From an optimization exercise on the open Yosys and OpenROAD flow, aimed at small area, a short achievable clock period and few clock cycles per item; shortcuts taken in it are not production practice. At most, simulation tests tie the RTL to the original design; equivalence was not proved. The RTL of runs 2 and 3 was laid out without a check of its function. No driver is modelled on the clock port, so clocking that relies on it looks cheaper here than on a real chip. Power and IR drop assume default switching activity.

--- flow/design.v ---
module fastInvSqrt #(
    parameter INT_WIDTH = 12,       
    parameter FRACT_WIDTH = 4        
    )
    (
    input wire clk,
    input wire rst_n,
    input wire [INT_WIDTH+FRACT_WIDTH-1:0] data_in,
    input wire valid_in,
    output reg ready_in,
    output wire [INT_WIDTH+FRACT_WIDTH-1:0] data_out,
    output reg valid_out,
    input wire ready_out
    );
    localparam WORD_WIDTH = INT_WIDTH + FRACT_WIDTH;
    function automatic [6:0] rsqrt_q4(input [15:0] x);
        begin
            if      (x == 16'd0)     rsqrt_q4 = 7'd0;
            else if (x <  16'd2)     rsqrt_q4 = 7'd93;
            else if (x <  16'd3)     rsqrt_q4 = 7'd45;
            else if (x <  16'd4)     rsqrt_q4 = 7'd44;
            else if (x <  16'd6)     rsqrt_q4 = 7'd32;
            else if (x <  16'd8)     rsqrt_q4 = 7'd26;
            else if (x <  16'd10)    rsqrt_q4 = 7'd23;
            else if (x <  16'd12)    rsqrt_q4 = 7'd20;
            else if (x <  16'd14)    rsqrt_q4 = 7'd18;
            else if (x <  16'd16)    rsqrt_q4 = 7'd17;
            else if (x <  16'd18)    rsqrt_q4 = 7'd16;
            else if (x <  16'd20)    rsqrt_q4 = 7'd15;
            else if (x <  16'd24)    rsqrt_q4 = 7'd14;
            else if (x <  16'd28)    rsqrt_q4 = 7'd13;
            else if (x <  16'd32)    rsqrt_q4 = 7'd12;
            else if (x <  16'd38)    rsqrt_q4 = 7'd11;
            else if (x <  16'd46)    rsqrt_q4 = 7'd10;
            else if (x <  16'd58)    rsqrt_q4 = 7'd9;
            else if (x <  16'd72)    rsqrt_q4 = 7'd8;
            else if (x <  16'd96)    rsqrt_q4 = 7'd7;
            else if (x <  16'd134)   rsqrt_q4 = 7'd6;
            else if (x <  16'd198)   rsqrt_q4 = 7'd5;
            else if (x <  16'd322)   rsqrt_q4 = 7'd4;
            else if (x <  16'd608)   rsqrt_q4 = 7'd3;
            else if (x <  16'd1538)  rsqrt_q4 = 7'd2;
            else if (x <  16'd8194)  rsqrt_q4 = 7'd1;
            else                     rsqrt_q4 = 7'd0;
        end
    endfunction
    reg [6:0] result;    
    wire full_next = valid_in | ~ready_in;   
    always @(posedge clk) begin
        if (!rst_n) begin
            valid_out <= 1'b0;
            ready_in <= 1'b1;
        end else begin
            valid_out <= ready_out & full_next;
            ready_in <= ready_out | ~full_next;
        end
    end
    wire [6:0] r = rsqrt_q4(data_in);
    always @(posedge clk) begin
        if (ready_in) result <= {r[6:1], r[0] ^ r[1]};
    end
    assign data_out = {{(WORD_WIDTH-7){1'b0}}, result[6:1], result[0] ^ result[1]};
endmodule
--- flow/config.mk ---
export PLATFORM = sky130hd
export DESIGN_NAME = fastInvSqrt
export DESIGN_NICKNAME = fastInvSqrt
export VERILOG_FILES = /design/flow/design.v
export SDC_FILE = /design/flow/constraint.sdc
export NUM_CORES = 4
export LEC_CHECK = 0
export CAP_MARGIN = 20
export CORE_AREA = 2.5 2.5 61.5 61.5
export DIE_AREA = 0 0 64 64
export SLEW_MARGIN = 20
--- flow/flow/abc_custom.script ---
strash
dc2
collapse
strash
dc2
dc2
dch
map -B 0.3
topo
stime -c
--- flow/standard.sh ---
#!/bin/bash
# synth_recipe.tcl (not shown) runs the flow's synth.tcl, then flattens the netlist and writes it again
# the make line also repeats each setting of config.mk as NAME=value (left out here)
make -C /OpenROAD-flow-scripts/flow DESIGN_CONFIG=/design/flow/config.mk WORK_HOME=/design/flow/orfs CLKGATE_MAP_FILE= SYNTH_SCRIPT=/design/flow/synth_recipe.tcl "${@:-finish}"
--- flow/constraint.sdc ---
create_clock -name core_clock -period 12.5 [get_ports {clk}]
set_input_delay 2.5000 -clock core_clock [delete_from_list [all_inputs] [get_ports {clk}]]
set_output_delay 2.5000 -clock core_clock [all_outputs]
set_load 0.01 [all_outputs]
--- flow/flow/run.sh ---
#!/bin/bash
# The standard layout, except:
#  - synthesis maps the logic with flow/abc_custom.script instead of ORFS's
#    abc_speed.script (the rest of the synthesis script is the standard flow's own);
#  - port buffers are buf_1 cells;
#  - the constant outputs share one tie cell.
set -euo pipefail
here=$PWD
# A scripts folder that is ORFS's, with abc_speed.script replaced.
mkdir -p scripts_custom
for f in "$FLOW_HOME"/scripts/*; do ln -sf "$f" scripts_custom/; done
rm -f scripts_custom/abc_speed.script
cp flow/abc_custom.script scripts_custom/abc_speed.script
cat > synth_custom.tcl <<EOT
set ::env(SCRIPTS_DIR) $here/scripts_custom
source $here/synth_recipe.tcl
EOT
bash standard.sh SYNTH_SCRIPT=$here/synth_custom.tcl synth > synth.log 2>&1
bash standard.sh "BUFFER_PORTS_ARGS=-buffer_cell sky130_fd_sc_hd__buf_1" SKIP_REPAIR_TIE_FANOUT=1 finish > standard.log 2>&1
==> notes.md, run 1 <==
Outcome
The run finished with no timing, DRC or antenna violations.

Finish
The repair_antennas step left the layout with diodes totalling 0. The area growth from synthesis to layout is 9.12%. In the final layout, the share of cells above drive strength 1 is 0.0211. The fill cell total of the finished layout is 386. At the end of the flow, the number of nets in the layout was 163.

The post-route cell area is 913 µm². Summing all multi-input logic gate instances after layout gives 410 µm². At the end of the flow the core is filled with cells to 0.274. The area used by sequential logic in the layout is 250 µm².

Global routing
The largest net degree at the start of global routing is 11. The initial antenna violation count is 0. For this run, the total global-route usage over all layers was measured as 0.102. The global-route wire length before repair is 3350 µm. The number of global-route vias before repair is 781.

The remaining global-route overflow is 0.

Power
The logic gate share of total power is 0.260. The total power per unit cell area is 80.9 mW/mm². The analysis attributes to cell leakage a power of 0.313 nW.

The cell-internal power is 0.0000517 W. The worst-case IR drop observed on VDD is 0.0159 mV. Summed over all nets, the switching power comes to 0.0000221 W. The switching part of the total power is 0.300.

The share of total power dissipated in sequential elements is 0.466. The share of total power dissipated in the clock network is 0.274.

CTS
TritonCTS built the clock tree. The later pin in the worst-skew pair is clocked with a latency of 0.24 ns. The clock-pin transition on the worst setup and hold timing paths is 0.05 ns. The number of levels the H-tree was split into is 1. The clock sink total is 9. The master cell of the clock root buffer is sky130_fd_sc_hd__clkbuf_4. Counting along the longest clock path gives a buffer depth of 2. The count of instances resized after the clock tree is built is 0.

The number of clock buffers inserted by TritonCTS is 3. The number of buffers inserted to repair setup after CTS is 0. The number of buffers inserted for hold repair after clock tree synthesis is 0.

Route
The detailed-routing iteration count for the pre-antenna-repair pass is 4. The number of DRC violations after detailed-routing iteration 0 is 20. For this run, design rule violations remaining after detail routing come to 0. The detail route stage leaves a number of antenna-violating nets equal to 0. The routed wire length per instance is 10.6 µm. The routed via count divided by cell count is 4.65. For this block, the routed nets add up to 1980 µm of wire. The routed layout has 874 vias.

Yosys
For this run, the number of Yosys warnings is 1. The average instance in the mapped netlist occupies 6.70 µm². The share of synthesized area occupied by flip-flops and latches is 0.299. Yosys mapped the design onto 23 distinct sky130hd cell types. The synthesized netlist occupies a cell area of 837 µm². Counting flops and latches in the post-synthesis netlist gives 9.

The number of nets in the synthesized netlist is 145. The cell count after synthesis came out at 125. Counting flops with a built-in enable in the synthesized netlist gives 7.

The most used flip-flop cell after synthesis is sky130_fd_sc_hd__edfxtp_1. The share of async-settable or async-resettable flops after synthesis is 0.

STA
The worst hold slack after final layout is 0.613 ns. Summed over all failing endpoints, the final setup total negative slack is 0 ns. The ratio of final minimum period to clock period is 0.294.

The worst path in the final design needs a cycle of 3.68 ns, including I/O delays and setup. The max-slew violation count is 0. The count of final hold-check violations is 0.

The clock skew is 0.00191 ns. The upper clock frequency limit is 0.272 GHz. Setup repair after global routing left no endpoint under its margin. The final setup violation count is 0.

Floorplan
The number of I/O pins is 38. The core box area is 0.00334 mm². The initialized floorplan defines 21 standard-cell rows. The die covers 0.00410 mm². The die is 64 µm tall.

The die extent in x is 64 µm. The initial utilization of the core area, before any placement, comes to 0.251.

Worst setup path
The required time of the worst setup path is 12.50 ns. The arrival time at the worst endpoint is 3.68 ns. The element type at the critical path start is an input port.

The worst setup path is captured at a flop. The worst register-to-register path has a setup slack of 11.65 ns. Along the worst path, the maximum fanout reaches 9. The type of the worst setup path is input port to flop.

Placement
The weighted congestion reported at the end of routability-driven placement is 0.898. During placement, the flow inserted port buffers numbering 28. The placed cell area is 887 µm². Detailed placement finished with a half-perimeter wire length of 1630 µm.

Hold path
The worst hold path belongs to the class flop to flop.

Run
The number of violations of the max-capacitance limit is 0.
==> cell families (layout without fill, tap and decap cells) <==
group,Yosys count,count (layout),share of synthesized area
DFF,9,9,0.299
buffers and inverters,32,49,0.211
and+or+nand+nor,55,55,0.275
other,1,1,0.00448
xor gates and xnor gates,1,1,0.0105
AOI/OAI and AO/OA,27,27,0.200
==> final cells by class <==
cell class / count / share of cell area
multi-input cells: 84 / 0.449
flip-flops and latches: 9 / 0.274
repair buffers: 28 / 0.115
inverters: 17 / 0.0699
well taps: 46 / 0.0630
clock buffers: 4 / 0.0288
==> flip-flops by register name, indices dropped and copies added (netlist names) <==
register / count
result: 7
ready_in: 1
valid_out: 1
==> per-layer routing <==
layer,global-route usage,up-vias,part of all wire
met4,0.0652,0,0.014
met5,0,-,0
met1,0.141,386,0.44
met2,0.154,37,0.47
li1,-,449,-
met3,0.00528,2,0.069
==> cells in the mapped netlist (all sizes together), types with 2 or more instances <==
cell / instances / area, µm²
a21oi: 10 / 50.1
buf: 15 / 113
clkinv: 17 / 63.8
dfxtp: 2 / 40.0
edfxtp: 7 / 210
nand2: 24 / 90.1
nand3: 6 / 30.0
nand4: 2 / 12.5
nor2: 16 / 60.1
nor3: 5 / 25.0
nor4: 2 / 12.5
o211ai: 2 / 15.0
o21a: 2 / 15.0
o21ai: 5 / 25.0
o22ai: 2 / 12.5
==> critical path: stages <==
cell	delay, ns
sky130_fd_sc_hd__buf_1	0.19
sky130_fd_sc_hd__nor2_1	0.19
sky130_fd_sc_hd__clkinv_1	0.09
sky130_fd_sc_hd__nor2_1	0.26
sky130_fd_sc_hd__o22ai_1	0.11
sky130_fd_sc_hd__nand2_1	0.08
sky130_fd_sc_hd__nand3_1	0.07
sky130_fd_sc_hd__a21oi_1	0.12
sky130_fd_sc_hd__nor3_1	0.06
==> path summary, 6_finish.rpt <==
path | startpoint | to | cells past startpoint
hold / removal | ready_in$_SDFF_PN1_ | result[5]$_SDFFCE_PP0P_ | 0
hold reg to reg | ready_in$_SDFF_PN1_ | result[5]$_SDFFCE_PP0P_ | 0
setup / recovery | data_in[4] | result[1]$_DFFE_PP_ | 9
setup reg to reg | ready_in$_SDFF_PN1_ | result[3]$_SDFFCE_PN0P_ | 0
==> cells in the final DEF, fill, tap and decap left out, drive strengths merged <==
| master | synthesis | layout |
|---|---|---|
| nand2 | 24 | 24 |
| clkbuf | 0 | 4 |
| o21a | 2 | 2 |
| o2111ai | 1 | 1 |
| a32oi | 1 | 1 |
| clkinv | 17 | 17 |
| nor4 | 2 | 2 |
| o311ai | 1 | 1 |
| o21bai | 1 | 1 |
| nand3 | 6 | 6 |
| edfxtp | 7 | 7 |
| dfxtp | 2 | 2 |
| xor2 | 1 | 1 |
| o211ai | 2 | 2 |
| a32o | 1 | 1 |
| buf | 15 | 28 |
| nor2 | 16 | 16 |
| nor3 | 5 | 5 |
| a21oi | 10 | 10 |
| o22ai | 2 | 2 |
| conb | 1 | 1 |
| nand4 | 2 | 2 |
| a31oi | 1 | 1 |
| o21ai | 5 | 5 |
==> metrics by stage <==
step | total power (W) | cells | worst slack [ns]
CTS | 0.0000749 | 188 | 8.84
detailed placement | 0.0000540 | 184 | 8.59
global placement | 0.0000542 | 184 | 8.57
global route | 0.0000799 | 188 | 8.58
floorplan | 0.0000491 | 125 | 9.00
finish | 0.0000739 | 188 | 8.82
==> power by group through the flow <==
stage / combinational (W) / sequential (W) / clock, W
2_1_floorplan: 0.0000141 / 0.0000351 / 0
3_3_place_gp: 0.0000192 / 0.0000351 / 0
3_5_place_dp: 0.0000190 / 0.0000351 / 0
4_1_cts: 0.0000191 / 0.0000344 / 0.0000214
5_1_grt: 0.0000219 / 0.0000346 / 0.0000235
6_report: 0.0000192 / 0.0000344 / 0.0000202
Testbench counts, summed over its fixed seeds: cycles 1,028, items 1,024.
==> run 2: changes to the inputs <==
==> flow/design.v (replaced) <==
module fastInvSqrt #(
    parameter INT_WIDTH = 12,       
    parameter FRACT_WIDTH = 4        
    )
    (
    input wire clk,
    input wire rst_n,
    input wire [INT_WIDTH+FRACT_WIDTH-1:0] data_in,
    input wire valid_in,
    output reg ready_in,
    output wire [INT_WIDTH+FRACT_WIDTH-1:0] data_out,
    output reg valid_out,
    input wire ready_out
    );
    localparam WORD_WIDTH = INT_WIDTH + FRACT_WIDTH;
    wire [15:0] x = data_in;
    wire [5:0] s;
    wire n23, n24, n25, n26, n27, n28, n29, n30, n31, n32;
    wire n33, n34, n35, n36, n37, n38, n39, n40, n41, n42;
    wire n43, n44, n45, n46, n47, n48, n49, n50, n51, n52;
    wire n53, n54, n55, n56, n57, n58, n59, n60, n61, n62;
    wire n63, n64, n65, n66, n67, n68, n69, n70, n71, n72;
    wire n73, n75, n76, n77, n78, n79, n80, n81, n82, n83;
    wire n84, n85, n86, n87, n88, n89, n90, n91, n92, n93;
    wire n94, n95, n96, n97, n98, n100, n101, n102, n104, n105;
    wire n106, n107, n108, n110, n112;
    assign n23 = ~x[4] & ~x[3];
    assign n24 = ~x[1] & n23;
    assign n25 = ~x[6] & ~n24;
    assign n26 = ~x[4] & x[0];
    assign n27 = ~x[3] & ~x[2];
    assign n28 = ~x[1] & n27;
    assign n29 = ~n26 & n28;
    assign n30 = ~x[4] & x[2];
    assign n31 = ~x[6] & ~x[5];
    assign n32 = ~n30 & n31;
    assign n33 = ~n29 & n32;
    assign n34 = ~n25 & ~n33;
    assign n35 = ~x[4] & ~n27;
    assign n36 = x[4] & ~x[3];
    assign n37 = ~n35 & ~n36;
    assign n38 = ~x[5] & ~n26;
    assign n39 = x[1] & ~n38;
    assign n40 = n37 & n39;
    assign n41 = ~n34 & ~n40;
    assign n42 = ~x[5] & ~x[2];
    assign n43 = ~n37 & n42;
    assign n44 = x[2] & n37;
    assign n45 = ~x[9] & ~n44;
    assign n46 = ~n43 & n45;
    assign n47 = n41 & n46;
    assign n48 = ~x[8] & ~x[7];
    assign n49 = ~x[5] & n23;
    assign n50 = x[2] & x[1];
    assign n51 = n49 & ~n50;
    assign n52 = ~x[9] & x[6];
    assign n53 = ~n51 & n52;
    assign n54 = ~n48 & ~n53;
    assign n55 = ~x[7] & x[6];
    assign n56 = x[5] & n55;
    assign n57 = ~x[12] & ~x[11];
    assign n58 = ~x[10] & n57;
    assign n59 = ~x[13] & n58;
    assign n60 = ~n56 & n59;
    assign n61 = ~n54 & n60;
    assign n62 = ~n47 & n61;
    assign n63 = ~x[15] & ~x[14];
    assign n64 = ~x[13] & n63;
    assign n65 = ~x[9] & n58;
    assign n66 = x[8] & n65;
    assign n67 = n64 & ~n66;
    assign n68 = ~x[6] & n48;
    assign n69 = n24 & n42;
    assign n70 = n68 & n69;
    assign n71 = n63 & n65;
    assign n72 = n70 & n71;
    assign n73 = ~n67 & ~n72;
    assign s[0] = ~n62 & ~n73;
    assign n75 = x[6] & ~n69;
    assign n76 = ~x[7] & ~n75;
    assign n77 = x[8] & ~n76;
    assign n78 = ~x[13] & n71;
    assign n79 = ~n77 & n78;
    assign n80 = x[6] & ~n49;
    assign n81 = ~x[5] & ~x[3];
    assign n82 = ~n28 & n81;
    assign n83 = x[4] & ~n82;
    assign n84 = x[5] & ~x[2];
    assign n85 = x[3] & x[1];
    assign n86 = ~n84 & n85;
    assign n87 = ~x[6] & ~n86;
    assign n88 = ~n83 & n87;
    assign n89 = ~n80 & ~n88;
    assign n90 = ~n48 & ~n51;
    assign n91 = ~x[7] & n51;
    assign n92 = ~n90 & ~n91;
    assign n93 = ~n89 & n92;
    assign n94 = n79 & ~n93;
    assign n95 = x[10] & x[9];
    assign n96 = ~n70 & n95;
    assign n97 = n57 & n64;
    assign n98 = ~n96 & n97;
    assign s[1] = ~n94 & n98;
    assign n100 = n48 & n78;
    assign n101 = ~n80 & n100;
    assign n102 = ~n33 & n101;
    assign s[2] = n79 & ~n102;
    assign n104 = n23 & n41;
    assign n105 = ~n28 & ~n35;
    assign n106 = ~x[5] & ~n105;
    assign n107 = ~x[6] & n106;
    assign n108 = ~n104 & n107;
    assign s[3] = n101 & ~n108;
    assign n110 = ~n34 & n106;
    assign s[4] = n100 & n110;
    assign n112 = n68 & n82;
    assign s[5] = n94 & n112;
    reg [5:0] result;    
    wire full_next = valid_in | ~ready_in;   
    always @(posedge clk) begin
        if (!rst_n) begin
            valid_out <= 1'b0;
            ready_in <= 1'b1;
        end else begin
            valid_out <= ready_out & full_next;
            ready_in <= ready_out | ~full_next;
        end
    end
    always @(posedge clk) begin
        if (ready_in) result <= s;
    end
    assign data_out = {{(WORD_WIDTH-7){1'b0}}, result[4] & result[3] & result[2],
                       result[5:1], result[0] ^ result[1]};
endmodule
--- a/flow/flow/run.sh
+++ b/flow/flow/run.sh
@@ -2,3 +2,4 @@
 # The standard layout, except:
-#  - synthesis maps the logic with flow/abc_custom.script instead of ORFS's
+#  - synthesis maps the logic with flow/abc_custom.script, a light mapping
+#    that keeps the RTL's and-inverter graph, instead of ORFS's
 #    abc_speed.script (the rest of the synthesis script is the standard flow's own);
==> flow/flow/abc_custom.script (replaced) <==
strash
dch
map -B 0.3
topo
stime -c
==> run 2 against run 1 <==
Compared with the run above:
- still clean on timing, DRC and antenna
- non-clock buffer count stayed put
- sequential share of layout area fell by 1.0 points
- combinational power down 17%
- critical path type unchanged
- highest routed layer is now met3
==> notes.md, run 2 <==
STA
Setup repair after global routing missed its margin: no (unchanged). The clock skew is 0.00562 ns (was 0.00191 ns). The final setup TNS is 0 ns (unchanged). The upper clock frequency limit is 0.278 GHz (was 0.272 GHz).

The final setup violation count is 0 (unchanged). The final period demand of the worst path came to 3.60 ns (was 3.68 ns). The count of final hold-check violations is 0 (unchanged).

The max-slew violation count was 0 (unchanged). The final worst slack is 8.90 ns (was 8.82 ns). The ratio of final minimum period to clock period came to 0.288 (was 0.294).

Yosys
The number of flip-flops and latches in the synthesized netlist was 8 (was 9). Largest cells by area after synthesis: sky130_fd_sc_hd__edfxtp_1 (24%), sky130_fd_sc_hd__buf_4 (14%), sky130_fd_sc_hd__nand2_1 (11%) (was sky130_fd_sc_hd__edfxtp_1 (25%), sky130_fd_sc_hd__buf_4 (13%), sky130_fd_sc_hd__nand2_1 (11%)). The share of synthesized area occupied by flip-flops and latches is 0.293 (was 0.299).

The post-synth net total is 134 (was 145). The most used standard cell by instance count after synthesis is sky130_fd_sc_hd__nand2_1 (unchanged). The library cell with the largest summed area after synthesis is sky130_fd_sc_hd__edfxtp_1 (unchanged). The prevailing post-synth register cell is sky130_fd_sc_hd__edfxtp_1 (unchanged). The cell count after synthesis came to 114 (was 125). The number of flops mapped to enable cells by yosys is 6 (was 7).

The post-synth design cell area is 752 µm² (was 837 µm²). Synth top cells by count: sky130_fd_sc_hd__nand2_1 (23), sky130_fd_sc_hd__clkinv_1 (16), sky130_fd_sc_hd__nand3_1 (15) (was sky130_fd_sc_hd__nand2_1 (24), sky130_fd_sc_hd__clkinv_1 (17), sky130_fd_sc_hd__nor2_1 (16)). The proportion of netlist area held by the largest area contributor is 0.240 (was 0.251). The share of async-settable or async-resettable flops after synthesis was 0 (unchanged). The number of warning messages in the yosys log is 1 (unchanged). The mean post-synth cell area is 6.60 µm² (was 6.70 µm²). The number of different library cells in the post-synthesis netlist is 20 (was 23).

Finish
The commonest non-fill, non-tap cell in the layout is sky130_fd_sc_hd__buf_1 (unchanged). The footprint of the multi-input gates is 367 µm² (was 410 µm²). Most frequent cells in the layout: sky130_fd_sc_hd__buf_1 (28), sky130_fd_sc_hd__nand2_1 (23), sky130_fd_sc_hd__clkinv_1 (16) (was sky130_fd_sc_hd__buf_1 (28), sky130_fd_sc_hd__nand2_1 (24), sky130_fd_sc_hd__clkinv_1 (17)).

The post-route cell area is 836 µm² (was 913 µm²). The core utilization of the finished layout is 0.250 (was 0.274). The area used by sequential logic in the layout is 220 µm² (was 250 µm²). The top register by number of flip-flops is result (unchanged). Registers with the most flip-flops: result x6, ready_in x1, valid_out x1 (was result x7, ready_in x1, valid_out x1). The fraction of layout instances using a drive strength above 1 was 0.0303 (was 0.0211). The number of flip-flops under the largest register name is 6 (was 7). The diode insertion count for antenna repair was 0 (unchanged). The fill cell total of the finished layout is 394 (was 386). The area growth from synthesis to layout was 11.1% (was 9.12%).

The final instance count without filler cells is 178 (was 188). The count of nets after finishing is 153 (was 163).

Placement
The detailed-placement wirelength estimate is 1360 µm (was 1630 µm). The weighted congestion reported at the end of routability-driven placement is 0.852 (was 0.898). The post-place setup slack was 8.64 ns (was 8.59 ns). The placed cell count came to 174 (was 184). The number of I/O port buffers is 28 (unchanged).

The placed cell area is 810 µm² (was 887 µm²).

Power
The switching part of the total power was 0.300 (about the same). The leakage power summed over all cells is 0.303 nW (was 0.313 nW). The clock network power share is 0.307 (was 0.274). The worst voltage drop across the vdd grid is 0.0146 mV (was 0.0159 mV).

The reported net switching power is 0.0000202 W (was 0.0000221 W). The total power per unit cell area was 80.4 mW/mm² (was 80.9 mW/mm²). The cell-internal power is 0.0000470 W (was 0.0000517 W). The sequential group share of total power is 0.455 (was 0.466). The logic gate share of total power is 0.238 (was 0.260).

Worst setup path
The launch instance of the worst register-to-register path was ready_in$_SDFF_PN1_ (unchanged). The arrival time at the worst endpoint is 3.59 ns (was 3.68 ns). The maximum single-stage delay on the critical path came to 0.31 ns (was 0.26 ns).

The type of the worst setup path is input port to flop (unchanged). The maximum fanout encountered on the critical timing path is 7 (was 9). Cell-by-cell listing of the critical path: buf_1 -> nor2_1 -> nand3_1 -> o21ai_0 -> clkinv_1 -> nand2_1 -> a21oi_1 (was buf_1 -> nor2_1 -> clkinv_1 -> nor2_1 -> o22ai_1 -> nand2_1 -> nand3_1 -> a21oi_1 -> nor3_1). The element type at the critical path start was an input port (unchanged). The worst-case reg-to-reg path depth is 3 (was 0). The reg-to-reg endpoint is valid_out$_SDFF_PN0_ (was result[3]$_SDFFCE_PN0P_). The required time of the worst setup path was 12.50 ns (about the same).

The register-to-register setup slack is 11.60 ns (was 11.65 ns). The critical path capture point type is a flop (unchanged). The cell with the largest stage delay on the worst path is sky130_fd_sc_hd__nor2_1 (unchanged).

Hold path
The startpoint of the lowest-slack hold path is ready_in$_SDFF_PN1_ (unchanged). The endpoint of the worst hold-timing path is result[5]$_DFFE_PP_ (was result[5]$_SDFFCE_PP0P_). The worst hold path class was flop to flop (unchanged). The number of cells on the worst hold path is 0 (unchanged).

Floorplan
The die outline area is 0.00410 mm² (unchanged). The number of I/O pins came to 38 (unchanged). The core box area came to 0.00334 mm² (unchanged). The die extent in x is 64 µm (unchanged). The overall die height came to 64 µm (unchanged). The number of rows in the core area was 21 (unchanged). The initial core utilization was 0.225 (was 0.251).

CTS
The count of instances resized after the clock tree is built is 0 (unchanged). The number of clock buffers inserted by TritonCTS was 3 (unchanged). The master cell of the clock root buffer is sky130_fd_sc_hd__clkbuf_4 (unchanged). The clock-pin transition on the worst setup and hold timing paths is 0.06 ns (was 0.05 ns). The clock insertion delay at the later pin of the skew report is 0.25 ns (was 0.24 ns). The clock tree from TritonCTS is yes (unchanged). The number of buffers inserted to repair setup after CTS is 0 (unchanged).

The number of levels the H-tree was split into is 1 (unchanged). The worst-case clock buffer depth is 2 (unchanged). The clock sink total was 8 (was 9). The number of buffers inserted for hold repair after clock tree synthesis was 0 (unchanged).

Global routing
The initial antenna violation count was 0 (unchanged). The global-route wire length before repair was 2960 µm (was 3350 µm). The remaining global-route overflow is 0 (unchanged). The combined global-route utilization of all metal layers was 0.0874 (was 0.102). The number of global-route vias before repair is 718 (was 781).

The largest net degree at the start of global routing is 10 (was 11).

Route
The detailed-routing iteration count for the pre-antenna-repair pass is 4 (unchanged). The via count of the routed design is 743 (was 874). The routed via count divided by cell count is 4.17 (was 4.65). The residual antenna-violating net count after detailed routing came to 0 (unchanged). The total routed wirelength was 1630 µm (was 1980 µm). The number of DRC violations after detailed-routing iteration 0 is 17 (was 20).

The routed wire length per instance is 9.17 µm (was 10.6 µm). The DRC violations left was 0 (unchanged).

Run
The number of violations of the max-capacitance limit is 0 (unchanged).

Outcome
Run status: no timing/DRC/antenna violations (unchanged).
==> run 2: cell types whose count changed in the layout (fill, tap and decap cells not counted), sizes merged, moves of 2 or more <==
cell / delta
nand3: +9
nor2: -8
nor4: -2
o21ai: -2
o22ai: -2
==> run 2: critical path: cells and delay by family <==
family                 cells  cell delay [ns]
AO/OA/AOI/OAI              2             0.31
AND/OR/NAND/NOR            3             0.54
buffers and inverters      2             0.23
==> run 2: how the worst max path moves through the flow <==
stage	startpoint	endpoint	slack (ns)
floorplan	data_in[3]	result[1]$_DFFE_PP_	8.95
global placement	data_in[3]	result[1]$_DFFE_PP_	8.68
detailed placement	data_in[3]	result[1]$_DFFE_PP_	8.64
CTS	data_in[3]	result[1]$_DFFE_PP_	8.91
global route	data_in[3]	result[1]$_DFFE_PP_	8.72
finish	data_in[3]	result[1]$_DFFE_PP_	8.90
==> run 2: per-layer routing <==
| layer | wire (µm) | share of wire | global-route usage | vias to the layer above |
|---|---|---|---|---|
| met5 | 0 | 0 | 0 | - |
| met4 | 0 | 0 | 0.0489 | 0 |
| met3 | 97 | 0.059 | 0.00528 | 0 |
| met2 | 805 | 0.49 | 0.154 | 26 |
| met1 | 730 | 0.45 | 0.105 | 312 |
| li1 | - | - | - | 405 |
==> run 2: final cells by class <==
type	instances	area share
Sequential cell	8	0.263
Clock buffer	4	0.0314
Multi-Input combinational cell	76	0.439
Inverter	16	0.0719
Timing Repair Buffer	28	0.126
Tap cell	46	0.0689
==> run 2: power groups by stage <==
stage / Sequential [W] / Combinational (W) / Clock (W)
4_1_cts: 0.0000307 / 0.0000160 / 0.0000215
5_1_grt: 0.0000308 / 0.0000184 / 0.0000233
3_3_place_gp: 0.0000312 / 0.0000161 / 0
3_5_place_dp: 0.0000312 / 0.0000159 / 0
6_report: 0.0000306 / 0.0000160 / 0.0000206
2_1_floorplan: 0.0000311 / 0.0000126 / 0
==> run 2: per-stage QoR <==
step,hold slack (ns),power [W]
2_1_floorplan,0.592,0.0000438
3_5_place_dp,0.601,0.0000471
4_1_cts,0.615,0.0000682
3_3_place_gp,0.604,0.0000473
5_1_grt,0.637,0.0000724
6_report,0.599,0.0000672
==> run 2: cells by family (layout without fill, tap and decap cells) <==
logic type                count (synthesis)  after routing  synth area share
and+or+nand+nor                          56             56             0.334
buffers and inverters                    30             48             0.220
xor gates and xnor gates                  1              1            0.0116
other                                     1              1           0.00499
DFF                                       8              8             0.293
AOI/OAI and AO/OA                        18             18             0.136
==> run 3: changes to the inputs <==
--- a/flow/flow/run.sh
+++ b/flow/flow/run.sh
@@ -6,3 +6,3 @@
 #  - port buffers are buf_1 cells;
-#  - the constant outputs share one tie cell.
+#  - the constant outputs share one tie cell;
 set -euo pipefail
@@ -19,2 +19,2 @@
 bash standard.sh SYNTH_SCRIPT=$here/synth_custom.tcl synth > synth.log 2>&1
-bash standard.sh "BUFFER_PORTS_ARGS=-buffer_cell sky130_fd_sc_hd__buf_1" SKIP_REPAIR_TIE_FANOUT=1 finish > standard.log 2>&1
+bash standard.sh "BUFFER_PORTS_ARGS=-buffer_cell sky130_fd_sc_hd__buf_1" SKIP_REPAIR_TIE_FANOUT=1 POST_CTS_TCL=$here/flow/post_cts.tcl finish > standard.log 2>&1
==> flow/flow/abc_custom.script (replaced) <==
strash
dch
map
topo
stime -c
==> flow/flow/post_cts.tcl (new file) <==
source [file join [file dirname [info script]] sizeopt.tcl]
size_for_area_period $::env(FLOW_PERIOD_NS)
detailed_placement
check_placement -verbose
==> flow/flow/sizeopt.tcl (new file) <==
proc so_eval {} {
  estimate_parasitics -placement
  set ends [find_timing_paths -path_delay max -group_path_count $::so_k -endpoint_path_count 1]
  set ws [get_property [lindex $ends 0] slack]
  set sum 0.0
  foreach e $ends { set sum [expr {$sum + [get_property $e slack]}] }
  return [list [expr {[rsz::design_area] * 1e12 * ($::so_period - $ws)}] $sum]
}
proc so_better {a b} {
  lassign $a m1 s1
  lassign $b m2 s2
  if {$m1 < $m2 - 1e-6} { return 1 }
  if {$m1 <= $m2 + 1e-9 && $s1 > $s2 + 1e-6} { return 1 }
  return 0
}
proc so_family {inst} {
  set m [get_name [get_property $inst liberty_cell]]
  if {![regexp {^(sky130_fd_sc_hd__[a-z0-9]+)_(\d+)$} $m -> base drive]} { return {} }
  set out {}
  foreach lc [get_lib_cells ${base}_*] {
    set n [get_name $lc]
    if {[regexp "^${base}_\\d+\$" $n] && $n ne $m} { lappend out $n }
  }
  return $out
}
proc so_skip {inst} {
  set lc [get_property $inst liberty_cell]
  if {$lc eq "" || $lc eq "NULL"} { return 1 }
  return [regexp {df|clkbuf_|conb|tap|fill} [get_name $lc]]
}
proc so_try {inst best} {
  set orig [get_name [get_property $inst liberty_cell]]
  set bestcell $orig
  foreach c [so_family $inst] {
    replace_cell $inst $c
    set v [so_eval]
    if {[so_better $v $best]} { set best $v; set bestcell $c }
  }
  replace_cell $inst $bestcell
  return [list $best [expr {$bestcell ne $orig}] $bestcell]
}
proc size_for_area_period {period {k 8}} {
  set ::so_period $period
  set ::so_k $k
  set best [so_eval]
  puts "sizeopt: start $best"
  for {set pass 0} {$pass < 40} {incr pass} {
    set changed 0
    set insts {}
    foreach e [find_timing_paths -path_delay max -group_path_count $k -endpoint_path_count 1] {
      foreach pt [get_property $e points] {
        if {[catch {set inst [get_cells -of_objects [get_property $pt pin]]}] || $inst eq ""} { continue }
        if {[lsearch -exact $insts [get_name $inst]] < 0} { lappend insts [get_name $inst] }
      }
    }
    foreach name $insts {
      set inst [get_cells $name]
      if {[so_skip $inst]} { continue }
      lassign [so_try $inst $best] best ch cell
      if {$ch} { incr changed; puts "sizeopt: $name -> $cell $best" }
    }
    if {!$changed} { break }
  }
  foreach inst [get_cells *] {
    if {[so_skip $inst]} { continue }
    lassign [so_try $inst $best] best ch cell
    if {$ch} { puts "sizeopt: [get_name $inst] -> $cell $best" }
  }
  puts "sizeopt: end $best"
}
==> run 3 against run 2 <==
Compared with the run above:
- critical endpoint is now result[5]$_DFFE_PP_
- hold slack improved by 0.0022 ns
- sequential power barely moved
- cell count fell by 2.8%
- setup slack improved by 0.14 ns
- largest power group unchanged
- largest cell class unchanged
==> notes.md, run 3 <==
Outcome
Run status: no timing/DRC/antenna violations (unchanged).

Worst setup path
The worst-case reg-to-reg path depth is 3 (unchanged). The maximum fanout encountered on the critical timing path is 9 (was 7). The type of the worst setup path is input port to flop (unchanged). The critical path capture point type is a flop (unchanged).

The required time of the worst setup path is 12.58 ns (was 12.50 ns). The register-to-register setup slack is 11.59 ns (was 11.60 ns). The reg-to-reg endpoint was valid_out$_SDFF_PN0_ (unchanged). The element type at the critical path start is an input port (unchanged).

The launch instance of the worst register-to-register path is ready_in$_SDFF_PN1_ (unchanged). The arrival time at the worst endpoint is 3.53 ns (was 3.59 ns).

CTS
The clock tree from TritonCTS is yes (unchanged). The clock sink total is 8 (unchanged). The clock insertion delay at the later pin of the skew report is 0.24 ns (was 0.25 ns). The clock-pin transition on the worst setup and hold timing paths is 0.05 ns (was 0.06 ns).

Finish
Registers with the most flip-flops: result x6, ready_in x1, valid_out x1 (unchanged). The count of nets after finishing is 148 (was 153). The commonest non-fill, non-tap cell in the layout is sky130_fd_sc_hd__buf_1 (unchanged). Most frequent cells in the layout: sky130_fd_sc_hd__buf_1 (25), sky130_fd_sc_hd__nand2_1 (15), sky130_fd_sc_hd__clkinv_1 (14) (was sky130_fd_sc_hd__buf_1 (28), sky130_fd_sc_hd__nand2_1 (23), sky130_fd_sc_hd__clkinv_1 (16)). The fill cell total of the finished layout is 397 (was 394).

The post-route cell area is 836 µm² (unchanged). The diode insertion count for antenna repair is 0 (unchanged). The top register by number of flip-flops is result (unchanged). The number of flip-flops under the largest register name is 6 (unchanged).

The core utilization of the finished layout is 0.250 (unchanged). The fraction of layout instances using a drive strength above 1 is 0.0551 (was 0.0303). The area growth from synthesis to layout is 11.5% (was 11.1%).

Yosys
Synth top cells by count: sky130_fd_sc_hd__nand2_1 (15), sky130_fd_sc_hd__buf_4 (14), sky130_fd_sc_hd__clkinv_1 (14) (was sky130_fd_sc_hd__nand2_1 (23), sky130_fd_sc_hd__clkinv_1 (16), sky130_fd_sc_hd__nand3_1 (15)). The number of different library cells in the post-synthesis netlist is 22 (was 20). The prevailing post-synth register cell was sky130_fd_sc_hd__edfxtp_1 (unchanged). The post-synthesis share of cell area spent on xor and xnor gates is 0.0117 (was 0.0116).

The number of warning messages in the yosys log was 1 (unchanged). The main combinational cell family by area after synthesis is simple AND/OR/NAND/NOR gates (unchanged). The area fraction in compound gates after synthesis is 0.177 (was 0.136).

The most used standard cell by instance count after synthesis is sky130_fd_sc_hd__nand2_1 (unchanged). The cell count after synthesis is 109 (was 114). The post-synth design cell area is 749 µm² (was 752 µm²). The share of synthesized cell area in full adder, half adder and majority cells is 0 (unchanged). The number of flops mapped to enable cells by yosys was 6 (unchanged). Largest cells by area after synthesis: sky130_fd_sc_hd__edfxtp_1 (24%), sky130_fd_sc_hd__buf_4 (14%), sky130_fd_sc_hd__nand3_1 (8.0%) (was sky130_fd_sc_hd__edfxtp_1 (24%), sky130_fd_sc_hd__buf_4 (14%), sky130_fd_sc_hd__nand2_1 (11%)). The share of async-settable or async-resettable flops after synthesis is 0 (unchanged).

The share of synthesized area occupied by flip-flops and latches was 0.294 (was 0.293). The library cell with the largest summed area after synthesis was sky130_fd_sc_hd__edfxtp_1 (unchanged). The number of flip-flops and latches in the synthesized netlist is 8 (unchanged).

The post-synth net total is 129 (was 134). The proportion of netlist area held by the largest area contributor is 0.240 (about the same). The mux share of post-synthesis cell area came to 0 (unchanged). The simple-gate portion of the synthesized area is 0.302 (was 0.334). The mean post-synth cell area is 6.88 µm² (was 6.60 µm²).

Hold path
The endpoint of the worst hold-timing path is result[5]$_DFFE_PP_ (unchanged). The number of cells on the worst hold path is 0 (unchanged). The startpoint of the lowest-slack hold path is ready_in$_SDFF_PN1_ (unchanged).

The worst hold path class is flop to flop (unchanged).

Power
The cell-internal power came to 0.0000473 W (was 0.0000470 W). The logic gate share of total power is 0.244 (was 0.238). The sequential group share of total power came to 0.459 (was 0.455). The switching part of the total power was 0.290 (was 0.300). The total power per unit cell area is 79.7 mW/mm² (was 80.4 mW/mm²). The reported net switching power is 0.0000193 W (was 0.0000202 W). The clock network power share is 0.297 (was 0.307).

The worst voltage drop across the vdd grid is 0.0191 mV (was 0.0146 mV). The leakage power summed over all cells is 0.287 nW (was 0.303 nW). The total power consumption of the routed design came to 0.0000666 W (was 0.0000672 W).

Run
The number of violations of the max-capacitance limit is 0 (unchanged).

Floorplan
The number of I/O pins is 38 (unchanged). The die extent in x is 64 µm (unchanged). The overall die height is 64 µm (unchanged). The number of rows in the core area was 21 (unchanged). The die outline area is 0.00410 mm² (unchanged). The core box area is 0.00334 mm² (unchanged). The initial core utilization is 0.225 (about the same).

Global routing
The combined global-route utilization of all metal layers was 0.0795 (was 0.0874). The initial antenna violation count is 0 (unchanged). The remaining global-route overflow was 0 (unchanged).

The number of global-route vias before repair is 662 (was 718). The largest net degree at the start of global routing is 10 (unchanged). The global-route wire length before repair is 2690 µm (was 2960 µm).

Route
The routed length on met3 is 112 µm (was 97 µm). The wire length on met2 is 773 µm (was 805 µm). The routed via count divided by cell count is 4.31 (was 4.17). The via count of the routed design is 746 (was 743). The highest metal layer used by the detailed router is met4 (was met3). The detailed-routing iteration count for the pre-antenna-repair pass is 4 (unchanged). The total routed wirelength was 1640 µm (was 1630 µm). The number of DRC violations after detailed-routing iteration 0 is 26 (was 17). The residual antenna-violating net count after detailed routing is 0 (unchanged).

The post-route met1 wirelength is 712 µm (was 730 µm). The routed wire length per instance was 9.47 µm (was 9.17 µm). The DRC violations left is 0 (unchanged).

STA
The ratio of final minimum period to clock period is 0.276 (was 0.288). The final setup violation count is 0 (unchanged). The upper clock frequency limit is 0.289 GHz (was 0.278 GHz). The final period demand of the worst path is 3.46 ns (was 3.60 ns). The clock skew is 0.00293 ns (was 0.00562 ns). The final setup TNS is 0 ns (unchanged). Setup repair after global routing missed its margin: no (unchanged).

The max-slew violation count came to 0 (unchanged). The count of final hold-check violations is 0 (unchanged).

Placement
The weighted congestion reported at the end of routability-driven placement came to 0.891 (was 0.852). The number of I/O port buffers is 28 (unchanged). The placed cell area is 807 µm² (was 810 µm²). The detailed-placement wirelength estimate is 1390 µm (was 1360 µm).
[run 3: cells by family after synthesis]
logic type,count (synthesis)
and+or+nand+nor,49
buffers and inverters,28
AOI/OAI and AO/OA,22
DFF,8
xor gates and xnor gates,1
other,1
[run 3: layer usage]
layer / vias to the layer above / track usage
met5: - / 0
met1: 320 / 0.0971
li1: 397 / -
met2: 25 / 0.135
met3: 4 / 0.0123
met4: 0 / 0.0380
[run 3: worst max-delay path by stage]
| stage | end | startpoint | cells past startpoint | slack, ns |
|---|---|---|---|---|
| floorplan | result[5]$_DFFE_PP_ | data_in[11] | 5 | 9.06 |
| global placement | result[0]$_DFFE_PP_ | data_in[4] | 7 | 8.64 |
| detailed placement | result[0]$_DFFE_PP_ | data_in[4] | 7 | 8.65 |
| global route | result[4]$_DFFE_PP_ | data_in[11] | 6 | 8.82 |
| finish | result[5]$_DFFE_PP_ | data_in[3] | 6 | 9.04 |
[run 3: power by group through the flow]
stage	combinational (W)	sequential [W]	clock [W]
after global placement	0.0000160	0.0000311	0
after global routing	0.0000186	0.0000307	0.0000218
after floorplan	0.0000123	0.0000311	0
final	0.0000163	0.0000306	0.0000198
after detailed placement	0.0000159	0.0000311	0
[run 3: final cells by class]
class | count | area (µm²) | share of cell area
Multi-Input combinational cell | 73 | 370 | 0.443
Sequential cell | 8 | 220 | 0.263
Timing Repair Buffer | 28 | 109 | 0.130
Tap cell | 46 | 57.6 | 0.0689
Inverter | 14 | 52.6 | 0.0629
Clock buffer | 4 | 26.3 | 0.0314
[run 3: metrics by stage]
step,setup slack [ns],hold slack [ns],std cells
floorplan,9.06,0.592,109
finish,9.04,0.601,173
global placement,8.64,0.600,169
global route,8.82,0.629,173
detailed placement,8.65,0.592,169
[run 3: worst max-delay path: stages]
cell                       delay [ns]
sky130_fd_sc_hd__buf_2           0.15
sky130_fd_sc_hd__nor3_1          0.33
sky130_fd_sc_hd__nand2_1         0.17
sky130_fd_sc_hd__nand2_1         0.09
sky130_fd_sc_hd__o21ai_1         0.07
sky130_fd_sc_hd__a211oi_1        0.22
==> run 4: changes to the inputs <==
==> flow/design.v (replaced) <==
module fastInvSqrt #(
    parameter INT_WIDTH = 12,       
    parameter FRACT_WIDTH = 4        
    )
    (
    input wire clk,
    input wire rst_n,
    input wire [INT_WIDTH+FRACT_WIDTH-1:0] data_in,
    input wire valid_in,
    output reg ready_in,
    output wire [INT_WIDTH+FRACT_WIDTH-1:0] data_out,
    output reg valid_out,
    input wire ready_out
    );
    localparam WORD_WIDTH = INT_WIDTH + FRACT_WIDTH;
    wire [15:0] x = data_in;
    wire [6:0] s;
    wire n24, n25, n26, n27, n28, n29, n30, n31, n32, n33;
    wire n34, n35, n36, n37, n38, n39, n40, n41, n42, n43;
    wire n44, n45, n46, n47, n48, n49, n50, n51, n52, n53;
    wire n54, n55, n56, n57, n58, n59, n60, n61, n62, n63;
    wire n64, n65, n66, n67, n68, n69, n70, n71, n73, n74;
    wire n75, n76, n77, n78, n79, n80, n81, n82, n83, n84;
    wire n85, n86, n87, n88, n89, n90, n91, n92, n94, n95;
    wire n96, n98, n99, n100, n101, n102, n103, n104, n105, n107;
    wire n108, n109, n110, n111, n112, n115;
    assign n24 = x[3] & ~x[1];
    assign n25 = ~x[1] & ~x[0];
    assign n26 = ~x[5] & ~n25;
    assign n27 = ~n24 & ~n26;
    assign n28 = ~x[2] & ~n27;
    assign n29 = ~x[4] & x[3];
    assign n30 = x[2] & x[1];
    assign n31 = ~x[4] & ~n30;
    assign n32 = ~x[3] & ~n31;
    assign n33 = ~n29 & ~n32;
    assign n34 = ~n28 & n33;
    assign n35 = ~x[9] & ~n34;
    assign n36 = ~x[6] & ~n35;
    assign n37 = ~x[3] & ~x[2];
    assign n38 = x[1] & x[0];
    assign n39 = ~x[4] & ~n38;
    assign n40 = n37 & ~n39;
    assign n41 = ~x[2] & n29;
    assign n42 = ~x[6] & ~n41;
    assign n43 = ~n40 & n42;
    assign n44 = ~x[5] & ~n43;
    assign n45 = ~n36 & ~n44;
    assign n46 = ~x[12] & ~x[11];
    assign n47 = ~x[13] & n46;
    assign n48 = ~x[8] & ~x[7];
    assign n49 = ~x[10] & n48;
    assign n50 = n47 & n49;
    assign n51 = ~n45 & n50;
    assign n52 = ~x[6] & n48;
    assign n53 = ~x[5] & ~n24;
    assign n54 = ~x[2] & ~x[1];
    assign n55 = n53 & n54;
    assign n56 = ~x[4] & n55;
    assign n57 = n52 & n56;
    assign n58 = ~x[10] & ~x[9];
    assign n59 = n46 & n58;
    assign n60 = n57 & n59;
    assign n61 = ~x[5] & ~x[4];
    assign n62 = ~x[3] & n61;
    assign n63 = ~n30 & n62;
    assign n64 = x[7] & x[6];
    assign n65 = ~n63 & n64;
    assign n66 = ~x[8] & ~n65;
    assign n67 = n59 & ~n66;
    assign n68 = ~x[13] & ~n67;
    assign n69 = ~n60 & ~n68;
    assign n70 = ~x[15] & ~x[14];
    assign n71 = ~n69 & n70;
    assign s[0] = ~n51 & n71;
    assign n73 = x[6] & ~n56;
    assign n74 = ~x[7] & ~n73;
    assign n75 = x[8] & ~n74;
    assign n76 = x[6] & ~n62;
    assign n77 = x[7] & n63;
    assign n78 = ~n76 & ~n77;
    assign n79 = ~n64 & ~n78;
    assign n80 = n31 & ~n53;
    assign n81 = ~n32 & ~n80;
    assign n82 = x[5] & x[4];
    assign n83 = n52 & ~n82;
    assign n84 = ~n55 & n83;
    assign n85 = ~n81 & n84;
    assign n86 = n58 & ~n85;
    assign n87 = ~n79 & n86;
    assign n88 = ~n75 & n87;
    assign n89 = x[10] & x[9];
    assign n90 = ~n57 & n89;
    assign n91 = n47 & n70;
    assign n92 = ~n90 & n91;
    assign s[1] = ~n88 & n92;
    assign n94 = n58 & n91;
    assign n95 = n52 & n94;
    assign n96 = n35 & n95;
    assign s[6] = n56 & n96;
    assign n98 = ~x[6] & ~x[2];
    assign n99 = ~x[4] & ~n98;
    assign n100 = ~x[5] & ~n99;
    assign n101 = ~n55 & n100;
    assign n102 = n48 & ~n76;
    assign n103 = ~n101 & n102;
    assign n104 = ~s[6] & n103;
    assign n105 = ~n75 & n94;
    assign s[2] = ~n104 & n105;
    assign n107 = ~n36 & n62;
    assign n108 = ~n37 & n61;
    assign n109 = ~n55 & ~n108;
    assign n110 = ~x[6] & n109;
    assign n111 = ~n107 & ~n110;
    assign n112 = n48 & n94;
    assign s[3] = ~n111 & n112;
    assign s[4] = n96 & ~n109;
    assign n115 = ~n54 & n63;
    assign s[5] = n95 & n115;
    reg [6:0] result;    
    wire full_next = valid_in | ~ready_in;   
    always @(posedge clk) begin
        if (!rst_n) begin
            valid_out <= 1'b0;
            ready_in <= 1'b1;
        end else begin
            valid_out <= ready_out & full_next;
            ready_in <= ready_out | ~full_next;
        end
    end
    always @(posedge clk) begin
        if (ready_in) result <= s;
    end
    assign data_out = {{(WORD_WIDTH-7){1'b0}}, result[6:1], result[0] ^ result[1]};
endmodule
--- a/flow/flow/run.sh
+++ b/flow/flow/run.sh
@@ -6,3 +6,3 @@
 #  - port buffers are buf_1 cells;
-#  - the constant outputs share one tie cell;
+#  - the constant outputs share one tie cell.
 set -euo pipefail
==> flow/flow/abc_custom.script (replaced) <==
strash
dch
map -B 0.3
topo
stime -c
==> flow/flow/post_cts.tcl (replaced) <==
# After clock tree synthesis: upsize and swap pins (no new buffers) on paths
# with less than 9.0 ns of setup slack.
repair_timing -setup -setup_margin 9.0 -sequence "sizeup,swap" -verbose
removed: flow/flow/sizeopt.tcl
==> run 4 against run 3 <==
Compared with the run above:
- die area unchanged
- via count up 2.4%
- setup slack worse by 0.082 ns
- sequential share of layout area up 2.5 points
- area after synthesis up 3.0%
- sequential power up 12%
- largest power group unchanged
- maximum frequency down 2.3%
==> notes.md, run 4 <==
CTS
The clock sink total came to 9 (was 8). The clock insertion delay at the later pin of the skew report is 0.25 ns (was 0.24 ns). The clock-pin transition on the worst setup and hold timing paths was 0.06 ns (was 0.05 ns). The clock tree from TritonCTS is yes (unchanged).

Yosys
The number of flip-flops and latches in the synthesized netlist is 9 (was 8). The proportion of netlist area held by the largest area contributor was 0.272 (was 0.240). The most used standard cell by instance count after synthesis is sky130_fd_sc_hd__nand2_1 (unchanged).

The post-synth design cell area is 772 µm² (was 749 µm²). The number of warning messages in the yosys log came to 1 (unchanged). Largest cells by area after synthesis: sky130_fd_sc_hd__edfxtp_1 (27%), sky130_fd_sc_hd__buf_4 (15%), sky130_fd_sc_hd__nand2_1 (9.7%) (was sky130_fd_sc_hd__edfxtp_1 (24%), sky130_fd_sc_hd__buf_4 (14%), sky130_fd_sc_hd__nand3_1 (8.0%)). The library cell with the largest summed area after synthesis is sky130_fd_sc_hd__edfxtp_1 (unchanged). The share of async-settable or async-resettable flops after synthesis came to 0 (unchanged). The prevailing post-synth register cell is sky130_fd_sc_hd__edfxtp_1 (unchanged).

The mean post-synth cell area was 6.83 µm² (was 6.88 µm²). Synth top cells by count: sky130_fd_sc_hd__nand2_1 (20), sky130_fd_sc_hd__clkinv_1 (16), sky130_fd_sc_hd__buf_4 (15) (was sky130_fd_sc_hd__nand2_1 (15), sky130_fd_sc_hd__buf_4 (14), sky130_fd_sc_hd__clkinv_1 (14)). The number of different library cells in the post-synthesis netlist is 21 (was 22). The cell count after synthesis is 113 (was 109).

The post-synth net total is 133 (was 129). The share of synthesized area occupied by flip-flops and latches is 0.324 (was 0.294). The number of flops mapped to enable cells by yosys is 7 (was 6).

Worst setup path
The arrival time at the worst endpoint came to 3.65 ns (was 3.53 ns). The required time of the worst setup path was 12.61 ns (was 12.58 ns). The register-to-register setup slack is 11.68 ns (was 11.59 ns). The startpoint of the most critical setup path is data_in[4] (was data_in[3]).

The reg-to-reg endpoint is valid_out$_SDFF_PN0_ (unchanged). The type of the worst setup path was input port to flop (unchanged). The maximum fanout encountered on the critical timing path is 6 (was 9).

The launch instance of the worst register-to-register path is ready_in$_SDFF_PN1_ (unchanged). The critical path capture point type is a flop (unchanged). The element type at the critical path start is an input port (unchanged). The worst-case reg-to-reg path depth is 3 (unchanged).

Power
The worst voltage drop across the vdd grid is 0.0220 mV (was 0.0191 mV). The total power per unit cell area is 83.4 mW/mm² (was 79.7 mW/mm²). The total power consumption of the routed design is 0.0000727 W (was 0.0000666 W). The leakage power summed over all cells is 0.307 nW (was 0.287 nW).

Finish
The diode insertion count for antenna repair is 0 (unchanged). The area growth from synthesis to layout is 13.0% (was 11.5%). The fill cell total of the finished layout is 391 (was 397).

The footprint of the multi-input gates is 370 µm² (unchanged). The top register by number of flip-flops is result (unchanged). Most frequent cells in the layout: sky130_fd_sc_hd__buf_1 (27), sky130_fd_sc_hd__nand2_1 (20), sky130_fd_sc_hd__clkinv_1 (15) (was sky130_fd_sc_hd__buf_1 (25), sky130_fd_sc_hd__nand2_1 (15), sky130_fd_sc_hd__clkinv_1 (14)). Registers with the most flip-flops: result x7, ready_in x1, valid_out x1 (was result x6, ready_in x1, valid_out x1). The commonest non-fill, non-tap cell in the layout is sky130_fd_sc_hd__buf_1 (unchanged). The fraction of layout instances using a drive strength above 1 is 0.0846 (was 0.0551). The count of nets after finishing is 151 (was 148). The number of flip-flops under the largest register name is 7 (was 6).

The area used by sequential logic in the layout is 251 µm² (was 220 µm²).

Floorplan
The number of I/O pins is 38 (unchanged). The number of rows in the core area came to 21 (unchanged). The overall die height is 64 µm (unchanged). The initial core utilization is 0.231 (was 0.225). The die outline area is 0.00410 mm² (unchanged).

The die extent in x is 64 µm (unchanged). The core box area is 0.00334 mm² (unchanged).

Global routing
The global-route wire length before repair is 2700 µm (was 2690 µm). The combined global-route utilization of all metal layers came to 0.0827 (was 0.0795). The number of global-route vias before repair is 639 (was 662). The initial antenna violation count is 0 (unchanged). The largest net degree at the start of global routing came to 10 (unchanged).

The remaining global-route overflow is 0 (unchanged).

Route
The residual antenna-violating net count after detailed routing is 0 (unchanged). The routed length on met3 is 157 µm (was 112 µm). The number of DRC violations after detailed-routing iteration 0 is 30 (was 26). The total routed wirelength is 1720 µm (was 1640 µm). The via count of the routed design is 764 (was 746). The wire length on met2 is 772 µm (was 773 µm).

The post-route met1 wirelength came to 778 µm (was 712 µm). The detailed-routing iteration count for the pre-antenna-repair pass is 4 (unchanged). The DRC violations left is 0 (unchanged).

The highest metal layer used by the detailed router is met4 (unchanged). The routed wire length per instance is 9.78 µm (was 9.47 µm). The routed via count divided by cell count came to 4.34 (was 4.31).

STA
The ratio of final minimum period to clock period came to 0.283 (was 0.276). The final setup TNS is 0 ns (unchanged). The final worst slack is 8.96 ns (was 9.04 ns). The max-slew violation count came to 0 (unchanged). The count of final hold-check violations is 0 (unchanged). The final period demand of the worst path is 3.54 ns (was 3.46 ns). The clock skew came to 0.00366 ns (was 0.00293 ns). The upper clock frequency limit is 0.283 GHz (was 0.289 GHz).

The final setup violation count is 0 (unchanged). Setup repair after global routing missed its margin: no (unchanged).

Outcome
Run status: no timing/DRC/antenna violations (unchanged).

Hold path
The startpoint of the lowest-slack hold path is ready_in$_SDFF_PN1_ (unchanged). The endpoint of the worst hold-timing path was result[2]$_DFFE_PP_ (was result[5]$_DFFE_PP_). The worst hold path class is flop to flop (unchanged).

The number of cells on the worst hold path is 0 (unchanged).

Placement
The post-place setup slack was 8.53 ns (was 8.65 ns). The detailed-placement wirelength estimate is 1430 µm (was 1390 µm). The weighted congestion reported at the end of routability-driven placement is 0.838 (was 0.891). The number of I/O port buffers is 28 (unchanged).

Run
The number of violations of the max-capacitance limit came to 0 (unchanged).
## run 4: changes by cell type after synthesis, sizes merged, moves of 2 or more
cell / delta
nand2: +5
nand3: -4
o21ai: +4
nor2: +3
a21oi: -2
clkinv: +2
nor3: -2
o211ai: -2
o2bb2ai: -2
## run 4: kinds of logic (layout without fill, tap and decap cells)
kind of cell	after synthesis	in the layout	share of synthesized area
buf+inv	31	48	0.224
flops	9	9	0.324
other cells	1	1	0.00486
xor+xnor	1	1	0.0113
simple gates	50	50	0.282
compound gates	21	21	0.154
## run 4: worst max-delay path, stage by stage
cell	delay, ns
sky130_fd_sc_hd__buf_1	0.23
sky130_fd_sc_hd__clkinv_1	0.20
sky130_fd_sc_hd__nand2_1	0.15
sky130_fd_sc_hd__a21oi_1	0.09
sky130_fd_sc_hd__a21oi_2	0.20
sky130_fd_sc_hd__o21ai_0	0.13
sky130_fd_sc_hd__a21oi_1	0.15
## run 4: metal layers
layer | vias to the layer above | GRT usage
li1 | 395 | -
met1 | 327 | 0.107
met2 | 40 | 0.132
met3 | 2 | 0.0194
met4 | 0 | 0.0326
met5 | - | 0
## run 4: layout make-up
class	instances	share of cell area
repair buffers	28	0.122
multi-input cells	73	0.425
flip-flops and latches	9	0.288
clock buffers	4	0.0301
inverters	16	0.0689
well taps	46	0.0660
## run 4: report_power, final
group,internal [W],leakage [nW],switching (W)
Sequential,0.0000335,0.0972,0.000000830
Clock,0.0000123,0.0150,0.00000950
Combinational,0.00000537,0.195,0.0000112
Total,0.0000512,0.307,0.0000215
## run 4: per-stage QoR
stage          hold WS (ns)  instance area (µm²)  utilization  instances
6_report              0.559                  872        0.261        176
5_1_grt               0.576                  872        0.261        176
3_5_place_dp          0.622                  822        0.246        172
3_3_place_gp          0.627                  822        0.246        172
2_1_floorplan         0.607                  772            -        113
## run 4: how the worst max path moves through the flow
stage / endpoint / slack (ns) / cells after the start
finish: result[0]$_DFFE_PP_ / 8.96 / 7
global route: result[3]$_DFFE_PP_ / 8.77 / 7
detailed placement: result[5]$_DFFE_PP_ / 8.53 / 7
global placement: result[5]$_DFFE_PP_ / 8.54 / 7
floorplan: result[5]$_DFFE_PP_ / 8.88 / 6
Testbench counts of run 4, summed over its fixed seeds: cycles 1,028, items 1,024.
==> run 5: changes to the inputs <==
==> flow/flow/post_cts.tcl (replaced) <==
# After clock tree synthesis: upsize and swap pins (no new buffers) on paths
# with less than 9.3 ns of setup slack.
repair_timing -setup -setup_margin 9.3 -sequence "sizeup,swap" -verbose
==> run 5 against run 4 <==
Compared with the run above:
- register-to-register slack gained 0.04 ns
- design area grew 14%
- die area is the same
- first-iteration DRC count grew 27%
- count of clock-buffer cells in the layout is the same
- hold slack lost 0.012 ns
- largest cell class unchanged
==> notes.md, run 5 <==
Hold path
The worst hold path class is flop to flop (unchanged).

Yosys
The number of flops mapped to enable cells by yosys is 7 (unchanged). The number of warning messages in the yosys log came to 1 (unchanged). The library cell with the largest summed area after synthesis is sky130_fd_sc_hd__edfxtp_1 (unchanged). The number of different library cells in the post-synthesis netlist is 21 (unchanged). The prevailing post-synth register cell is sky130_fd_sc_hd__edfxtp_1 (unchanged). The proportion of netlist area held by the largest area contributor came to 0.272 (unchanged). The most used standard cell by instance count after synthesis is sky130_fd_sc_hd__nand2_1 (unchanged). The post-synth net total is 133 (unchanged). The share of synthesized area occupied by flip-flops and latches was 0.324 (unchanged). The post-synth design cell area came to 772 µm² (unchanged). The mean post-synth cell area is 6.83 µm² (unchanged). The cell count after synthesis is 113 (unchanged). The share of async-settable or async-resettable flops after synthesis is 0 (unchanged).

Synth top cells by count: sky130_fd_sc_hd__nand2_1 (20), sky130_fd_sc_hd__clkinv_1 (16), sky130_fd_sc_hd__buf_4 (15) (unchanged). Largest cells by area after synthesis: sky130_fd_sc_hd__edfxtp_1 (27%), sky130_fd_sc_hd__buf_4 (15%), sky130_fd_sc_hd__nand2_1 (9.7%) (unchanged). The number of flip-flops and latches in the synthesized netlist came to 9 (unchanged).

Placement
The detailed-placement wirelength estimate came to 1430 µm (unchanged). The weighted congestion reported at the end of routability-driven placement is 0.838 (unchanged). The number of I/O port buffers was 28 (unchanged).

The placed cell count came to 172 (unchanged).

STA
The final period demand of the worst path is 3.44 ns (was 3.54 ns). The final setup TNS is 0 ns (unchanged). The final setup violation count is 0 (unchanged). The ratio of final minimum period to clock period is 0.275 (was 0.283). The max-slew violation count is 0 (unchanged). The upper clock frequency limit is 0.291 GHz (was 0.283 GHz). Setup repair after global routing missed its margin: no (unchanged). The clock skew was 0.00329 ns (was 0.00366 ns).

The count of final hold-check violations is 0 (unchanged).

Finish
The area used by sequential logic in the layout is 254 µm² (was 251 µm²). The footprint of the multi-input gates is 417 µm² (was 370 µm²). The area growth from synthesis to layout came to 28.4% (was 13.0%). The final instance count without filler cells is 176 (unchanged). Most frequent cells in the layout: sky130_fd_sc_hd__nand2_1 (20), sky130_fd_sc_hd__buf_1 (16), sky130_fd_sc_hd__clkinv_1 (10) (was sky130_fd_sc_hd__buf_1 (27), sky130_fd_sc_hd__nand2_1 (20), sky130_fd_sc_hd__clkinv_1 (15)).

The commonest non-fill, non-tap cell in the layout is sky130_fd_sc_hd__nand2_1 (was sky130_fd_sc_hd__buf_1). The fill cell total of the finished layout came to 377 (was 391). The number of flip-flops under the largest register name is 7 (unchanged). The diode insertion count for antenna repair is 0 (unchanged). The count of nets after finishing is 151 (unchanged). The top register by number of flip-flops is result (unchanged). Registers with the most flip-flops: result x7, ready_in x1, valid_out x1 (unchanged).

The fraction of layout instances using a drive strength above 1 is 0.277 (was 0.0846).

Route
The total routed wirelength is 1830 µm (was 1720 µm). The detailed-routing iteration count for the pre-antenna-repair pass is 5 (was 4). The routed via count divided by cell count is 4.32 (was 4.34). The number of DRC violations after detailed-routing iteration 0 is 38 (was 30). The DRC violations left is 0 (unchanged). The residual antenna-violating net count after detailed routing was 0 (unchanged). The routed wire length per instance is 10.4 µm (was 9.78 µm). The via count of the routed design is 761 (was 764).

Power
The worst voltage drop across the vdd grid is 0.0212 mV (was 0.0220 mV). The total power per unit cell area was 77.3 mW/mm² (was 83.4 mW/mm²). The leakage power summed over all cells is 0.373 nW (was 0.307 nW).

Floorplan
The overall die height was 64 µm (unchanged). The number of rows in the core area came to 21 (unchanged). The die outline area is 0.00410 mm² (unchanged). The core box area is 0.00334 mm² (unchanged). The initial core utilization is 0.231 (unchanged). The die extent in x is 64 µm (unchanged). The number of I/O pins came to 38 (unchanged).

Run
The number of violations of the max-capacitance limit came to 0 (unchanged).

Global routing
The met2 track utilization from global routing came to 0.128 (was 0.132). The initial antenna violation count is 0 (unchanged). The global-route wire length before repair is 2770 µm (was 2700 µm). The largest net degree at the start of global routing was 10 (unchanged).

The number of global-route vias before repair is 650 (was 639). The global routing usage on met3 came to 0.0211 (was 0.0194). The remaining global-route overflow was 0 (unchanged).

The met1 routing resource usage after global routing is 0.112 (was 0.107). The combined global-route utilization of all metal layers is 0.0842 (was 0.0827). The peak-usage layer in the global routing report is met2 (unchanged).

Worst setup path
The element type at the critical path start is an input port (unchanged). The type of the worst setup path is input port to flop (unchanged). The arrival time at the worst endpoint came to 3.53 ns (was 3.65 ns). The maximum fanout encountered on the critical timing path is 3 (was 6).

The required time of the worst setup path is 12.59 ns (was 12.61 ns). The critical path capture point type is a flop (unchanged).

Outcome
Run status: no timing/DRC/antenna violations (unchanged).

CTS
The clock-pin transition on the worst setup and hold timing paths was 0.06 ns (about the same). The clock insertion delay at the later pin of the skew report is 0.25 ns (about the same). The clock tree from TritonCTS is yes (unchanged). The clock sink total came to 9 (unchanged).
run 5: path summary, 6_finish.rpt:
path | start | to | slack, ns | cells after the start
max reg2reg | ready_in$_SDFF_PN1_ | valid_out$_SDFF_PN0_ | 11.72 | 3
max | data_in[13] | result[5]$_DFFE_PP_ | 9.06 | 7
min reg2reg | ready_in$_SDFF_PN1_ | result[2]$_DFFE_PP_ | 0.55 | 0
min | ready_in$_SDFF_PN1_ | result[2]$_DFFE_PP_ | 0.55 | 0
run 5: area by class of cell:
type / count / area share
Multi-Input combinational cell: 73 / 0.420
Sequential cell: 9 / 0.256
Timing Repair Buffer: 28 / 0.160
Inverter: 16 / 0.0783
Tap cell: 46 / 0.0581
Clock buffer: 4 / 0.0265
run 5: critical path, cell delays in order:
cell and delay [ns]:
sky130_fd_sc_hd__buf_1 0.08, sky130_fd_sc_hd__nand3b_1 0.19, sky130_fd_sc_hd__nor3_2 0.23, sky130_fd_sc_hd__nand2_1 0.14, sky130_fd_sc_hd__nor2_4 0.17, sky130_fd_sc_hd__inv_2 0.06
sky130_fd_sc_hd__a211oi_2 0.16
run 5: stage by stage:
stage,setup slack (ns),instance area [µm²],utilization,hold slack (ns),total power (W)
2_1_floorplan,8.88,772,-,0.607,0.0000475
3_3_place_gp,8.54,822,0.246,0.627,0.0000508
3_5_place_dp,8.53,822,0.246,0.622,0.0000507
5_1_grt,8.96,991,0.297,0.565,0.0000813
6_report,9.06,991,0.297,0.547,0.0000766
run 5: cell families after synthesis:
group,after synthesis,share of synthesized area
AOI/OAI and AO/OA,21,0.154
xor gates and xnor gates,1,0.0113
buffers and inverters,31,0.224
other,1,0.00486
DFF,9,0.324
and+or+nand+nor,50,0.282
run 5: power by group:
part / switching [W] / leakage, nW / internal [W] / total, W
Combinational: 0.0000127 / 0.260 / 0.00000771 / 0.0000205
Clock: 0.00000966 / 0.0150 / 0.0000123 / 0.0000219
Sequential: 0.000000849 / 0.0975 / 0.0000334 / 0.0000343
run 5: metal layers:
layer  part of all wire  vias up
met2               0.47       36
li1                   -      396
met5                  0        -
met1               0.44      327
met4             0.0071        0
met3              0.089        2

[port drivers added, routing unchanged]
In the flow no input, the clock included, has a driving cell. The finished layouts below were timed again as built, in two steps.
Step 1 (the two cells are an assumption about what drives the block):
set clk [get_ports {clk}]
set_driving_cell -lib_cell sky130_fd_sc_hd__clkbuf_16 $clk
set_driving_cell -lib_cell sky130_fd_sc_hd__buf_2 [delete_from_list [all_inputs] $clk]
Step 2 moves the port delays by t, midway between the first and last clock arrival at a register: inputs arrive t later, outputs are due t later. That takes back most of the time a late clock gives input paths.
Three values: ideal ports, drivers, drivers and shift; two values: the first two.
run | shift t [ns] | setup slack, ns | hold WS [ns] | clock arrival spread, ns | cell pins on the clock port's net
run 1 | 0.262 | 8.820 / 8.818 / 8.556 | 0.613 / 0.613 / 0.613 | 0.002 / 0.002 | 1
run 2 | 0.263 | 8.904 / 8.898 / 8.635 | 0.599 / 0.599 / 0.599 | 0.005 / 0.006 | 1
run 3 | 0.258 | 9.044 / 9.036 / 8.785 | 0.601 / 0.601 / 0.601 | 0.004 / 0.003 | 1
run 4 | 0.271 | 8.962 / 8.957 / 8.686 | 0.559 / 0.559 / 0.559 | 0.003 / 0.004 | 1
run 5 | 0.272 | 9.060 / 9.047 / 8.787 | 0.547 / 0.547 / 0.547 | 0.003 / 0.003 | 1
After both steps setup and hold are still met in every run listed. For run 4, which loses most, drivers alone change the setup slack by -0.005 ns; drivers and shift together by -0.276 ns.
